This is an optimization exercise on Yosys and OpenROAD, whose aim is small area, not a production implementation.
The RTL was checked by simulation tests, not by an equivalence proof against the original design.

==> v31: inputs <==
==> flow/design.v <==
`timescale 1ns / 1ps
module Modu_BPU(
	clk,Iter,blockIndex,Parallel_degree,Init_Flag_BPU_M,Init_Flag_BPU_L,initBeta,Alpha_In_BPU,
	data_In_BPU,
	q_up,
	betaValueOut_next,Le_sys,Le_par,D
	);
	input clk;
	input [3:0] Iter;
	input [2:0] blockIndex;
	input [3:0] Parallel_degree;
	input Init_Flag_BPU_M;
	input Init_Flag_BPU_L;
	input [79:0] initBeta;
	input [79:0] Alpha_In_BPU;
	input [21:0] data_In_BPU;
	input [3:0] q_up;
	output [79:0] betaValueOut_next;
	output [7:0] Le_sys;
	output [7:0] Le_par;
	output D;
	function [13:0] add14;
		input [13:0] a;
		input [13:0] b;
		input ci;
		integer i;
		reg c;
		begin
			c = ci;
			for (i = 0; i < 14; i = i + 1) begin
				add14[i] = a[i] ^ b[i] ^ c;
				c = (a[i] & b[i]) | (c & (a[i] ^ b[i]));
			end
		end
	endfunction
	function [13:0] add14d;
		input [13:0] a;
		input [13:0] b;
		input ci;
		begin
			add14d = ~add14(~a, ~b, ~ci);
		end
	endfunction
	function [13:0] sx10;
		input [9:0] v;
		begin
			sx10 = {{4{v[9]}}, v};
		end
	endfunction
	function [13:0] sx11;
		input [10:0] v;
		begin
			sx11 = {{3{v[10]}}, v};
		end
	endfunction
	function [13:0] sx12;
		input [11:0] v;
		begin
			sx12 = {{2{v[11]}}, v};
		end
	endfunction
	function carry13;
		input [12:0] a;
		input [12:0] b;
		input integer n;
		integer i;
		reg c;
		begin
			c = 1'b1;
			for (i = 0; i < 13; i = i + 1)
				if (i < n)
					c = (a[i] & ~b[i]) | (c & (a[i] | ~b[i]));
			carry13 = c;
		end
	endfunction
	function carry4;
		input [3:0] a;
		input [3:0] b;
		input ci;
		integer i;
		reg c;
		begin
			c = ci;
			for (i = 0; i < 4; i = i + 1)
				c = (a[i] & ~b[i]) | (c & (a[i] | ~b[i]));
			carry4 = c;
		end
	endfunction
	function [10:0] emax;
		input [10:0] a;
		input [10:0] b;
		begin
			emax = (a[10] ^ ~b[10] ^ carry13({2'b00, a}, {2'b00, b}, 11)) ? b : a;
		end
	endfunction
	function [11:0] qmax;
		input [11:0] a;
		input [11:0] b;
		begin
			qmax = (a[11] ^ ~b[11] ^ carry13({2'b00, a}, {2'b00, b}, 11)) ? b : a;
		end
	endfunction
	function [11:0] qmaxf;
		input [11:0] a;
		input [11:0] b;
		reg c4, c8_0, c8_1, c8, c11_0, c11_1, c11;
		begin
			c4 = carry13({9'd0, a[3:0]}, {9'd0, b[3:0]}, 4);
			c8_0 = carry4(a[7:4], b[7:4], 1'b0);
			c8_1 = carry4(a[7:4], b[7:4], 1'b1);
			c8 = c4 ? c8_1 : c8_0;
			c11_0 = carry4({a[10:8], 1'b1}, {b[10:8], 1'b1}, 1'b0);
			c11_1 = carry4({a[10:8], 1'b1}, {b[10:8], 1'b1}, 1'b1);
			c11 = c8 ? c11_1 : c11_0;
			qmaxf = (a[11] ^ ~b[11] ^ c11) ? b : a;
		end
	endfunction
	function [9:0] sat10;
		input [11:0] v;
		begin
			if (v[11:9] == 3'b000 || v[11:9] == 3'b111)
				sat10 = v[9:0];
			else
				sat10 = v[11] ? 10'h200 : 10'h1ff;
		end
	endfunction
	function big512;
		input [12:0] x;
		begin
			big512 = x[12] ? ((x[11:9] != 3'b111) | (x[8:0] == 9'd0)) : (x[11:9] != 3'b000);
		end
	endfunction
	function [7:0] scale_sat;
		input [10:0] y;    
		reg sign, big, sat;
		reg [13:0] mag, t1, t2;
		begin
			sign = y[10];
			big = y[9];
			mag = sign ? add14({5'd0, ~y[8:0]}, 14'd0, 1'b1) : {5'd0, y[8:0]};
			t1 = add14({7'd0, mag[8:2]}, {8'd0, mag[8:3]}, 1'b0);
			t2 = add14(t1, {5'h1f, ~{3'd0, mag[8:6]}}, ~sign);
			if (sign) begin
				sat = big | (~t2[8] & t2[7]);
				scale_sat = sat ? 8'h80 : ~t2[7:0];
			end else begin
				sat = big | t2[7];
				scale_sat = sat ? 8'h7f : t2[7:0];
			end
		end
	endfunction
	reg [8:0] sa_r;    
	reg [6:0] par_r;   
	wire [13:0] sa_in = add14d({{7{data_In_BPU[6]}}, data_In_BPU[6:0]}, {{6{data_In_BPU[21]}}, data_In_BPU[21:14]}, 1'b0);
	always @(posedge clk) begin
		sa_r  <= sa_in[8:0];
		par_r <= data_In_BPU[13:7];
	end
	wire [13:0] g0f = add14({{5{sa_r[8]}}, sa_r}, {{7{par_r[6]}}, par_r}, 1'b0);    
	wire [13:0] g1f = add14({{5{sa_r[8]}}, sa_r}, ~{{7{par_r[6]}}, par_r}, 1'b1);   
	reg [79:0] Breg;
	wire [9:0] B0 = Breg[9:0],   B1 = Breg[19:10], B2 = Breg[29:20], B3 = Breg[39:30];
	wire [9:0] B4 = Breg[49:40], B5 = Breg[59:50], B6 = Breg[69:60], B7 = Breg[79:70];
	function [10:0] gsub;
		input [9:0] g;
		input [9:0] n;
		reg [13:0] d;
		begin
			d = add14(sx10(g), ~sx10(n), 1'b1);
			gsub = d[10:0];
		end
	endfunction
	function [10:0] gadd;
		input [9:0] g;
		input [9:0] n;
		reg [13:0] d;
		begin
			d = add14(sx10(g), sx10(n), 1'b0);
			gadd = d[10:0];
		end
	endfunction
	wire [9:0] g0 = g0f[9:0], g1 = g1f[9:0];
	wire [10:0] G0p = gsub(g0, B1), G1p = gsub(g1, B1);
	wire [10:0] H0 = gadd(g0, B1), H1 = gadd(g1, B1);
	function [11:0] tp;
		input [9:0] b;
		input [10:0] gp;
		reg [13:0] d;
		begin
			d = add14(sx10(b), sx11(gp), 1'b0);
			tp = d[11:0];
		end
	endfunction
	function [11:0] tm;
		input [9:0] b;
		input [10:0] h;
		reg [13:0] d;
		begin
			d = add14(sx10(b), ~sx11(h), 1'b1);
			tm = d[11:0];
		end
	endfunction
	function [9:0] bmax;
		input [11:0] t1;
		input [11:0] t2;
		begin
			bmax = sat10((t1[11] ^ ~t2[11] ^ carry13({1'b0, t1}, {1'b0, t2}, 12)) ? t2 : t1);
		end
	endfunction
	wire [13:0] n0f = add14(~sx10(g0), 14'd0, 1'b1);    
	assign betaValueOut_next = {
		bmax(tp(B6, G0p), tm(B7, H0)),    
		bmax(tp(B4, G1p), tm(B5, H1)),    
		bmax(tm(B2, H1), tp(B3, G1p)),    
		bmax(tm(B0, H0), {{2{g0[9]}}, g0}),   
		bmax(tm(B6, H0), tp(B7, G0p)),    
		bmax(tm(B4, H1), tp(B5, G1p)),    
		bmax(tp(B2, G1p), tm(B3, H1)),    
		bmax(tp(B0, G0p), n0f[11:0])      
	};
	wire init_any = Init_Flag_BPU_L == 1 || Init_Flag_BPU_M == 1;
	wire init_zero = (Iter==0 && Init_Flag_BPU_L==1'b0 && Init_Flag_BPU_M==1'b1)
		|| (q_up == 1 && blockIndex<Parallel_degree-1 && Iter==0 && Init_Flag_BPU_L==1'b1 && Init_Flag_BPU_M==1'b0);
	always @(posedge clk) begin
		if (init_any)
			Breg <= init_zero ? 80'd0 : initBeta;
		else
			Breg <= betaValueOut_next;
	end
	function [10:0] ab;
		input [9:0] a;
		input [9:0] b;
		reg [13:0] s;
		begin
			s = add14d(sx10(a), sx10(b), 1'b0);
			ab = s[10:0];
		end
	endfunction
	wire [9:0] A0 = Alpha_In_BPU[9:0],   A1 = Alpha_In_BPU[19:10], A2 = Alpha_In_BPU[29:20], A3 = Alpha_In_BPU[39:30];
	wire [9:0] A4 = Alpha_In_BPU[49:40], A5 = Alpha_In_BPU[59:50], A6 = Alpha_In_BPU[69:60], A7 = Alpha_In_BPU[79:70];
	reg [10:0] M1, M2, M3, M4, M5, M6, M7, M8;
	reg [8:0] sa_1;
	reg [6:0] par_1;
	always @(posedge clk) begin
		M1 <= emax(ab(A0,B0), ab(A4,B1));
		M2 <= emax(ab(A1,B2), ab(A5,B3));
		M3 <= emax(ab(A6,B4), ab(A2,B5));
		M4 <= emax(ab(A7,B6), ab(A3,B7));
		M5 <= emax(ab(A4,B0), ab(A0,B1));
		M6 <= emax(ab(A5,B2), ab(A1,B3));
		M7 <= emax(ab(A2,B4), ab(A6,B5));
		M8 <= emax(ab(A3,B6), ab(A7,B7));
		sa_1 <= sa_r;
		par_1 <= par_r;
	end
	function [11:0] addo;
		input [10:0] m;
		input [11:0] o;
		reg [13:0] s;
		begin
			s = add14d(sx11(m), sx12(o), 1'b0);
			addo = s[11:0];
		end
	endfunction
	function [11:0] subo;
		input [10:0] m;
		input [11:0] o;
		reg [13:0] s;
		begin
			s = add14d(sx11(m), ~sx12(o), 1'b1);
			subo = s[11:0];
		end
	endfunction
	wire [11:0] px = {{5{par_1[6]}}, par_1};
	wire [11:0] sx = {{3{sa_1[8]}}, sa_1};
	reg [11:0] Fs1, Fs2, Fp1, Fp2;
	reg [8:0] sa_2;
	always @(posedge clk) begin
		Fs1 <= qmaxf(qmax(addo(M1, px), subo(M2, px)), qmax(subo(M3, px), addo(M4, px)));
		Fs2 <= qmaxf(qmax(subo(M5, px), addo(M6, px)), qmax(addo(M7, px), subo(M8, px)));
		Fp1 <= qmaxf(qmax(addo(M1, sx), subo(M6, sx)), qmax(subo(M7, sx), addo(M4, sx)));
		Fp2 <= qmaxf(qmax(subo(M5, sx), addo(M2, sx)), qmax(addo(M3, sx), subo(M8, sx)));
		sa_2 <= sa_1;
	end
	wire [13:0] les_f = add14(sx12(Fs1), ~sx12(Fs2), 1'b1);
	wire [13:0] lep_f = add14(sx12(Fp1), ~sx12(Fp2), 1'b1);
	function sgn_add;
		input [13:0] a;
		input [13:0] b;
		integer i;
		reg c;
		begin
			c = 1'b0;
			for (i = 0; i < 13; i = i + 1)
				c = (a[i] & b[i]) | (c & (a[i] | b[i]));
			sgn_add = a[13] ^ b[13] ^ c;
		end
	endfunction
	wire d_sign = sgn_add(les_f, {{4{sa_2[8]}}, sa_2, 1'b0});
	reg [10:0] les_r, lep_r;    
	reg [1:0] d_pipe;
	always @(posedge clk) begin
		les_r <= {les_f[12], big512(les_f[12:0]), les_f[8:0]};
		lep_r <= {lep_f[12], big512(lep_f[12:0]), lep_f[8:0]};
		d_pipe <= {d_pipe[0], d_sign};
	end
	assign D = d_pipe[1];
	reg [31:0] les_pipe, lep_pipe;
	always @(posedge clk) begin
		les_pipe <= {les_pipe[23:0], scale_sat(les_r)};
		lep_pipe <= {lep_pipe[23:0], scale_sat(lep_r)};
	end
	assign Le_sys = les_pipe[31:24];
	assign Le_par = lep_pipe[31:24];
endmodule
==> flow/flow/run.sh <==
#!/bin/bash
# The standard layout, with the port buffers taken from the smallest
# buffer cell instead of the one buffer_ports picks by default.
set -e
export BUFFER_PORTS_ARGS="-buffer_cell sky130_fd_sc_hd__buf_1"
bash standard.sh > standard.log 2>&1
==> flow/standard.sh <==
#!/bin/bash
# synth_recipe.tcl (not shown) runs the flow's synth.tcl, then flattens the netlist and writes it again
# the make line also repeats each setting of config.mk as NAME=value (left out here)
make -C /OpenROAD-flow-scripts/flow DESIGN_CONFIG=/design/flow/config.mk WORK_HOME=/design/flow/orfs CLKGATE_MAP_FILE= SYNTH_SCRIPT=/design/flow/synth_recipe.tcl "${@:-finish}"
==> flow/config.mk <==
export PLATFORM = sky130hd
export DESIGN_NAME = Modu_BPU
export DESIGN_NICKNAME = Modu_BPU
export VERILOG_FILES = /design/flow/design.v
export SDC_FILE = /design/flow/constraint.sdc
export NUM_CORES = 4
export LEC_CHECK = 0
export ABC_AREA = 1
export CAP_MARGIN = 20
export CORE_MARGIN = 2
export CORE_UTILIZATION = 75
export PLACE_DENSITY = 0.85
export SETUP_SLACK_MARGIN = 0.1
export SLEW_MARGIN = 20
==> flow/constraint.sdc <==
create_clock -name core_clock -period 10.0 [get_ports {clk}]
set_input_delay 2.0000 -clock core_clock [delete_from_list [all_inputs] [get_ports {clk}]]
set_output_delay 2.0000 -clock core_clock [all_outputs]
set_load 0.01 [all_outputs]
==> inputs of v39, as changes to v31 <==
==> flow/design.v (replaced) <==
`timescale 1ns / 1ps
module Modu_BPU(
	clk,Iter,blockIndex,Parallel_degree,Init_Flag_BPU_M,Init_Flag_BPU_L,initBeta,Alpha_In_BPU,
	data_In_BPU,
	q_up,
	betaValueOut_next,Le_sys,Le_par,D
	);
	input clk;
	input [3:0] Iter;
	input [2:0] blockIndex;
	input [3:0] Parallel_degree;
	input Init_Flag_BPU_M;
	input Init_Flag_BPU_L;
	input [79:0] initBeta;
	input [79:0] Alpha_In_BPU;
	input [21:0] data_In_BPU;
	input [3:0] q_up;
	output [79:0] betaValueOut_next;
	output [7:0] Le_sys;
	output [7:0] Le_par;
	output D;
	function [13:0] add14;
		input [13:0] a;
		input [13:0] b;
		input ci;
		integer i;
		reg c;
		begin
			c = ci;
			for (i = 0; i < 14; i = i + 1) begin
				add14[i] = a[i] ^ b[i] ^ c;
				c = (a[i] & b[i]) | (c & (a[i] ^ b[i]));
			end
		end
	endfunction
	function [13:0] sx10;
		input [9:0] v;
		begin
			sx10 = {{4{v[9]}}, v};
		end
	endfunction
	function [13:0] sx11;
		input [10:0] v;
		begin
			sx11 = {{3{v[10]}}, v};
		end
	endfunction
	function [13:0] sx12;
		input [11:0] v;
		begin
			sx12 = {{2{v[11]}}, v};
		end
	endfunction
	function [10:0] emax;
		input [10:0] a;
		input [10:0] b;
		reg [13:0] d;
		begin
			d = add14(sx11(a), ~sx11(b), 1'b1);
			emax = d[11] ? b : a;
		end
	endfunction
	function [11:0] qmax;
		input [11:0] a;
		input [11:0] b;
		reg [13:0] d;
		begin
			d = add14({2'b00, a}, ~{2'b00, b}, 1'b1);
			qmax = d[11] ? b : a;
		end
	endfunction
	function [11:0] qmaxf;
		input [11:0] a;
		input [11:0] b;
		reg [11:0] d;
		begin
			d = a - b;
			qmaxf = d[11] ? b : a;
		end
	endfunction
	function [9:0] sat10;
		input [11:0] v;
		begin
			if (v[11:9] == 3'b000 || v[11:9] == 3'b111)
				sat10 = v[9:0];
			else
				sat10 = v[11] ? 10'h200 : 10'h1ff;
		end
	endfunction
	function [7:0] scale_sat;
		input [12:0] x;
		reg [13:0] mag, t1, t2;
		reg [7:0] t;
		reg big, sat_p, sat_n;
		begin
			mag = x[12] ? add14(~{x[12], x}, 14'd0, 1'b1) : {x[12], x};
			big = |mag[13:9];
			t1 = add14({7'd0, mag[8:2]}, {8'd0, mag[8:3]}, 1'b0);
			t2 = add14(t1, ~{11'd0, mag[8:6]}, 1'b1);
			t = t2[7:0];
			sat_p = big | t[7];
			sat_n = big | (t[7] & (|t[6:0]));
			if (x[12])
				scale_sat = sat_n ? 8'h80 : (~t + 8'd1);
			else
				scale_sat = sat_p ? 8'h7f : t;
		end
	endfunction
	reg [8:0] sa_r;    
	reg [6:0] par_r;   
	wire [13:0] sa_in = add14({{7{data_In_BPU[6]}}, data_In_BPU[6:0]}, {{6{data_In_BPU[21]}}, data_In_BPU[21:14]}, 1'b0);
	always @(posedge clk) begin
		sa_r  <= sa_in[8:0];
		par_r <= data_In_BPU[13:7];
	end
	wire [13:0] g0f = add14({{5{sa_r[8]}}, sa_r}, {{7{par_r[6]}}, par_r}, 1'b0);    
	wire [13:0] g1f = add14({{5{sa_r[8]}}, sa_r}, ~{{7{par_r[6]}}, par_r}, 1'b1);   
	reg [79:0] Breg;
	wire [9:0] B0 = Breg[9:0],   B1 = Breg[19:10], B2 = Breg[29:20], B3 = Breg[39:30];
	wire [9:0] B4 = Breg[49:40], B5 = Breg[59:50], B6 = Breg[69:60], B7 = Breg[79:70];
	function [10:0] cn;
		input [9:0] b;
		input [9:0] n;
		reg [13:0] d;
		begin
			d = add14(sx10(b), ~sx10(n), 1'b1);
			cn = d[10:0];
		end
	endfunction
	wire [10:0] C0 = cn(B0, B1), C2 = cn(B2, B1), C3 = cn(B3, B1), C4 = cn(B4, B1);
	wire [10:0] C5 = cn(B5, B1), C6 = cn(B6, B1), C7 = cn(B7, B1);
	function [9:0] bfly;
		input [10:0] ci;
		input [10:0] cj;
		input [9:0] g;
		input neg;
		reg [13:0] gp, gn, t1, t2, d;
		begin
			gp = neg ? ~sx10(g) : sx10(g);
			gn = neg ? sx10(g) : ~sx10(g);
			t1 = add14(sx11(ci), gp, neg);
			t2 = add14(sx11(cj), gn, ~neg);
			d = add14(sx12(t1[11:0]), ~sx12(t2[11:0]), 1'b1);
			bfly = sat10(d[12] ? t2[11:0] : t1[11:0]);
		end
	endfunction
	assign betaValueOut_next = {
		bfly(C6, C7,    g0f[9:0], 1'b0),   
		bfly(C4, C5,    g1f[9:0], 1'b0),   
		bfly(C2, C3,    g1f[9:0], 1'b1),   
		bfly(C0, 11'd0, g0f[9:0], 1'b1),   
		bfly(C6, C7,    g0f[9:0], 1'b1),   
		bfly(C4, C5,    g1f[9:0], 1'b1),   
		bfly(C2, C3,    g1f[9:0], 1'b0),   
		bfly(C0, 11'd0, g0f[9:0], 1'b0)    
	};
	wire init_any = Init_Flag_BPU_L == 1 || Init_Flag_BPU_M == 1;
	wire init_zero = (Iter==0 && Init_Flag_BPU_L==1'b0 && Init_Flag_BPU_M==1'b1)
		|| (q_up == 1 && blockIndex<Parallel_degree-1 && Iter==0 && Init_Flag_BPU_L==1'b1 && Init_Flag_BPU_M==1'b0);
	always @(posedge clk) begin
		if (init_any)
			Breg <= init_zero ? 80'd0 : initBeta;
		else
			Breg <= betaValueOut_next;
	end
	function [10:0] ab;
		input [9:0] a;
		input [9:0] b;
		reg [13:0] s;
		begin
			s = add14(sx10(a), sx10(b), 1'b0);
			ab = s[10:0];
		end
	endfunction
	wire [9:0] A0 = Alpha_In_BPU[9:0],   A1 = Alpha_In_BPU[19:10], A2 = Alpha_In_BPU[29:20], A3 = Alpha_In_BPU[39:30];
	wire [9:0] A4 = Alpha_In_BPU[49:40], A5 = Alpha_In_BPU[59:50], A6 = Alpha_In_BPU[69:60], A7 = Alpha_In_BPU[79:70];
	reg [10:0] M1, M2, M3, M4, M5, M6, M7, M8;
	reg [8:0] sa_1;
	reg [6:0] par_1;
	always @(posedge clk) begin
		M1 <= emax(ab(A0,B0), ab(A4,B1));
		M2 <= emax(ab(A1,B2), ab(A5,B3));
		M3 <= emax(ab(A6,B4), ab(A2,B5));
		M4 <= emax(ab(A7,B6), ab(A3,B7));
		M5 <= emax(ab(A4,B0), ab(A0,B1));
		M6 <= emax(ab(A5,B2), ab(A1,B3));
		M7 <= emax(ab(A2,B4), ab(A6,B5));
		M8 <= emax(ab(A3,B6), ab(A7,B7));
		sa_1 <= sa_r;
		par_1 <= par_r;
	end
	function [11:0] addo;
		input [10:0] m;
		input [11:0] o;
		reg [13:0] s;
		begin
			s = add14(sx11(m), sx12(o), 1'b0);
			addo = s[11:0];
		end
	endfunction
	function [11:0] subo;
		input [10:0] m;
		input [11:0] o;
		reg [13:0] s;
		begin
			s = add14(sx11(m), ~sx12(o), 1'b1);
			subo = s[11:0];
		end
	endfunction
	wire [11:0] px = {{5{par_1[6]}}, par_1};
	wire [11:0] sx = {{3{sa_1[8]}}, sa_1};
	reg [11:0] Fs1, Fs2, Fp1, Fp2;
	reg [8:0] sa_2;
	always @(posedge clk) begin
		Fs1 <= qmaxf(qmax(addo(M1, px), subo(M2, px)), qmax(subo(M3, px), addo(M4, px)));
		Fs2 <= qmaxf(qmax(subo(M5, px), addo(M6, px)), qmax(addo(M7, px), subo(M8, px)));
		Fp1 <= qmaxf(qmax(addo(M1, sx), subo(M6, sx)), qmax(subo(M7, sx), addo(M4, sx)));
		Fp2 <= qmaxf(qmax(subo(M5, sx), addo(M2, sx)), qmax(addo(M3, sx), subo(M8, sx)));
		sa_2 <= sa_1;
	end
	wire [13:0] les_f = add14(sx12(Fs1), ~sx12(Fs2), 1'b1);
	wire [13:0] lep_f = add14(sx12(Fp1), ~sx12(Fp2), 1'b1);
	wire [13:0] d_t = add14(les_f, {{4{sa_2[8]}}, sa_2, 1'b0}, 1'b0);
	reg [12:0] les_r, lep_r;
	reg [1:0] d_pipe;
	always @(posedge clk) begin
		les_r <= les_f[12:0];
		lep_r <= lep_f[12:0];
		d_pipe <= {d_pipe[0], d_t[13]};
	end
	assign D = d_pipe[1];
	reg [31:0] les_pipe, lep_pipe;
	always @(posedge clk) begin
		les_pipe <= {les_pipe[23:0], scale_sat(les_r)};
		lep_pipe <= {lep_pipe[23:0], scale_sat(lep_r)};
	end
	assign Le_sys = les_pipe[31:24];
	assign Le_par = lep_pipe[31:24];
endmodule
==> flow/run.sh (new file) <==
#!/bin/bash
# synth_recipe.tcl (not shown) runs the flow's synth.tcl, then flattens the netlist and writes it again
# the make line also repeats each setting of config.mk as NAME=value (left out here)
make -C /OpenROAD-flow-scripts/flow DESIGN_CONFIG=/design/flow/config.mk WORK_HOME=/design/flow/orfs CLKGATE_MAP_FILE= SYNTH_SCRIPT=/design/flow/synth_recipe.tcl finish
Settings changed: CORE_UTILIZATION 75 to 40, PLACE_DENSITY 0.85 to 0.6, SETUP_SLACK_MARGIN 0.1 to not set.
removed: flow/flow/run.sh
removed: flow/standard.sh
==> inputs of v22, as changes to v31 <==
--- a/flow/design.v
+++ b/flow/design.v
@@ -152,11 +152,14 @@
 	reg [8:0] sa_r;    
 	reg [6:0] par_r;   
+	reg [9:0] g0r, g1r;
 	wire [13:0] sa_in = add14d({{7{data_In_BPU[6]}}, data_In_BPU[6:0]}, {{6{data_In_BPU[21]}}, data_In_BPU[21:14]}, 1'b0);
+	wire [13:0] g0f = add14(sa_in, {{7{data_In_BPU[13]}}, data_In_BPU[13:7]}, 1'b0);
+	wire [13:0] g1f = add14(sa_in, ~{{7{data_In_BPU[13]}}, data_In_BPU[13:7]}, 1'b1);
 	always @(posedge clk) begin
 		sa_r  <= sa_in[8:0];
 		par_r <= data_In_BPU[13:7];
+		g0r   <= g0f[9:0];
+		g1r   <= g1f[9:0];
 	end
-	wire [13:0] g0f = add14({{5{sa_r[8]}}, sa_r}, {{7{par_r[6]}}, par_r}, 1'b0);    
-	wire [13:0] g1f = add14({{5{sa_r[8]}}, sa_r}, ~{{7{par_r[6]}}, par_r}, 1'b1);   
 	reg [79:0] Breg;
 	wire [9:0] B0 = Breg[9:0],   B1 = Breg[19:10], B2 = Breg[29:20], B3 = Breg[39:30];
@@ -180,5 +183,5 @@
 		end
 	endfunction
-	wire [9:0] g0 = g0f[9:0], g1 = g1f[9:0];
+	wire [9:0] g0 = g0r, g1 = g1r;
 	wire [10:0] G0p = gsub(g0, B1), G1p = gsub(g1, B1);
 	wire [10:0] H0 = gadd(g0, B1), H1 = gadd(g1, B1);
Settings changed: CORE_UTILIZATION 75 to 60, PLACE_DENSITY 0.85 to 0.75, SETUP_SLACK_MARGIN 0.1 to 0.15.
==> summary.txt <==
v39 finished with timing, DRC and antenna clean. v31 finished but failed the layout checks on setup timing. v22 ran to the end with no violations.
Setup slack: v31 is worse than v22 (480 ps).
The highest maximum frequency belongs to v22, the lowest to v31.
Synthesized cell count, highest first: v39, v31, v22.
Sequential share of layout area, lowest first: v39, v31, v22.
The lowest register-to-register slack belongs to v39, the highest to v22.
Of v22 and v39, v39 has the higher via count (gap about 0.65%, measured against v39).
Between v39 and v22, the lower clock skew is in v22 (gap 5.0 ps).
The lowest non-clock buffer count belongs to v22, the highest to v39.
Design area, lowest first: v31, v22, v39.
Core utilization: v31 > v22 > v39.
==> figures <==
quantity                                                            v31          v39          v22
Status                                                  failed layout checks  timing/DRC/antenna clean  timing/DRC/antenna clean
Layout check failures                                      setup timing            -            -
Final setup skew                                                34.5 ps      38.3 ps      33.3 ps
Instance count after placement with tap cells included             4899         5668         5035
Worst-case headroom to the max-slew limit                         0.422        0.357        0.393
Number of clock buffers in the layout                                50           54           50
Source of the critical timing path                              sa_r[0]     Breg[11]       g0r[0]
Starting DRC count in detailed routing                             3657         1675         2065
Hpwl dp                                                        82200 um     96700 um     84300 um
Area used by multi-input combinational logic                0.0229 mm^2  0.0252 mm^2  0.0225 mm^2
Multi-input gate count                                             2812         2788         2758
Post-route design area                                      0.0364 mm^2  0.0425 mm^2  0.0366 mm^2
Post-cts repair resize count                                         28           16            1
Synth top area share                                              0.329        0.316        0.327
Global-route track usage on met2                                  0.744        0.411        0.576
Post-synthesis register bit count                                   345          349          364
Average via count per standard cell                                5.99         4.76         5.32
Simple-gate area share of the yosys netlist                       0.194        0.157        0.187
Met3 track demand over resource                                   0.111       0.0323       0.0664
Routed wire length                                            107000 um    109000 um     98100 um
Data arrival time of the worst path                             8000 ps      7790 ps      7530 ps

what the ideal ports hide:
Ports are ideal in the flow. The routed layouts listed here were re-timed in OpenROAD.
Step 1: set_driving_cell puts a clkbuf_16 on clk and a buf_2 on each other input, an assumption about the parent block.
Step 2 also shifts input and output timing later by t, the mid clock arrival at the registers, as if the neighbouring blocks saw the same clock.
Three values: ideal ports, drivers, drivers and shift; two values: the first two.
run | shift t [ns] | setup slack, ns | clock arrival spread, ns | slew at the worst register clock pin (ns) | pins driven straight from the clock port
v31 | 0.655 | -0.004 / -0.070 / 0.585 | 0.036 / 0.036 | 0.07 / 0.07 | 1
v39 | 0.665 | 0.213 / 0.147 / 0.811 | 0.040 / 0.041 | 0.07 / 0.07 | 1
v22 | 0.653 | 0.475 / 0.407 / 1.061 | 0.034 / 0.033 | 0.07 / 0.07 | 1
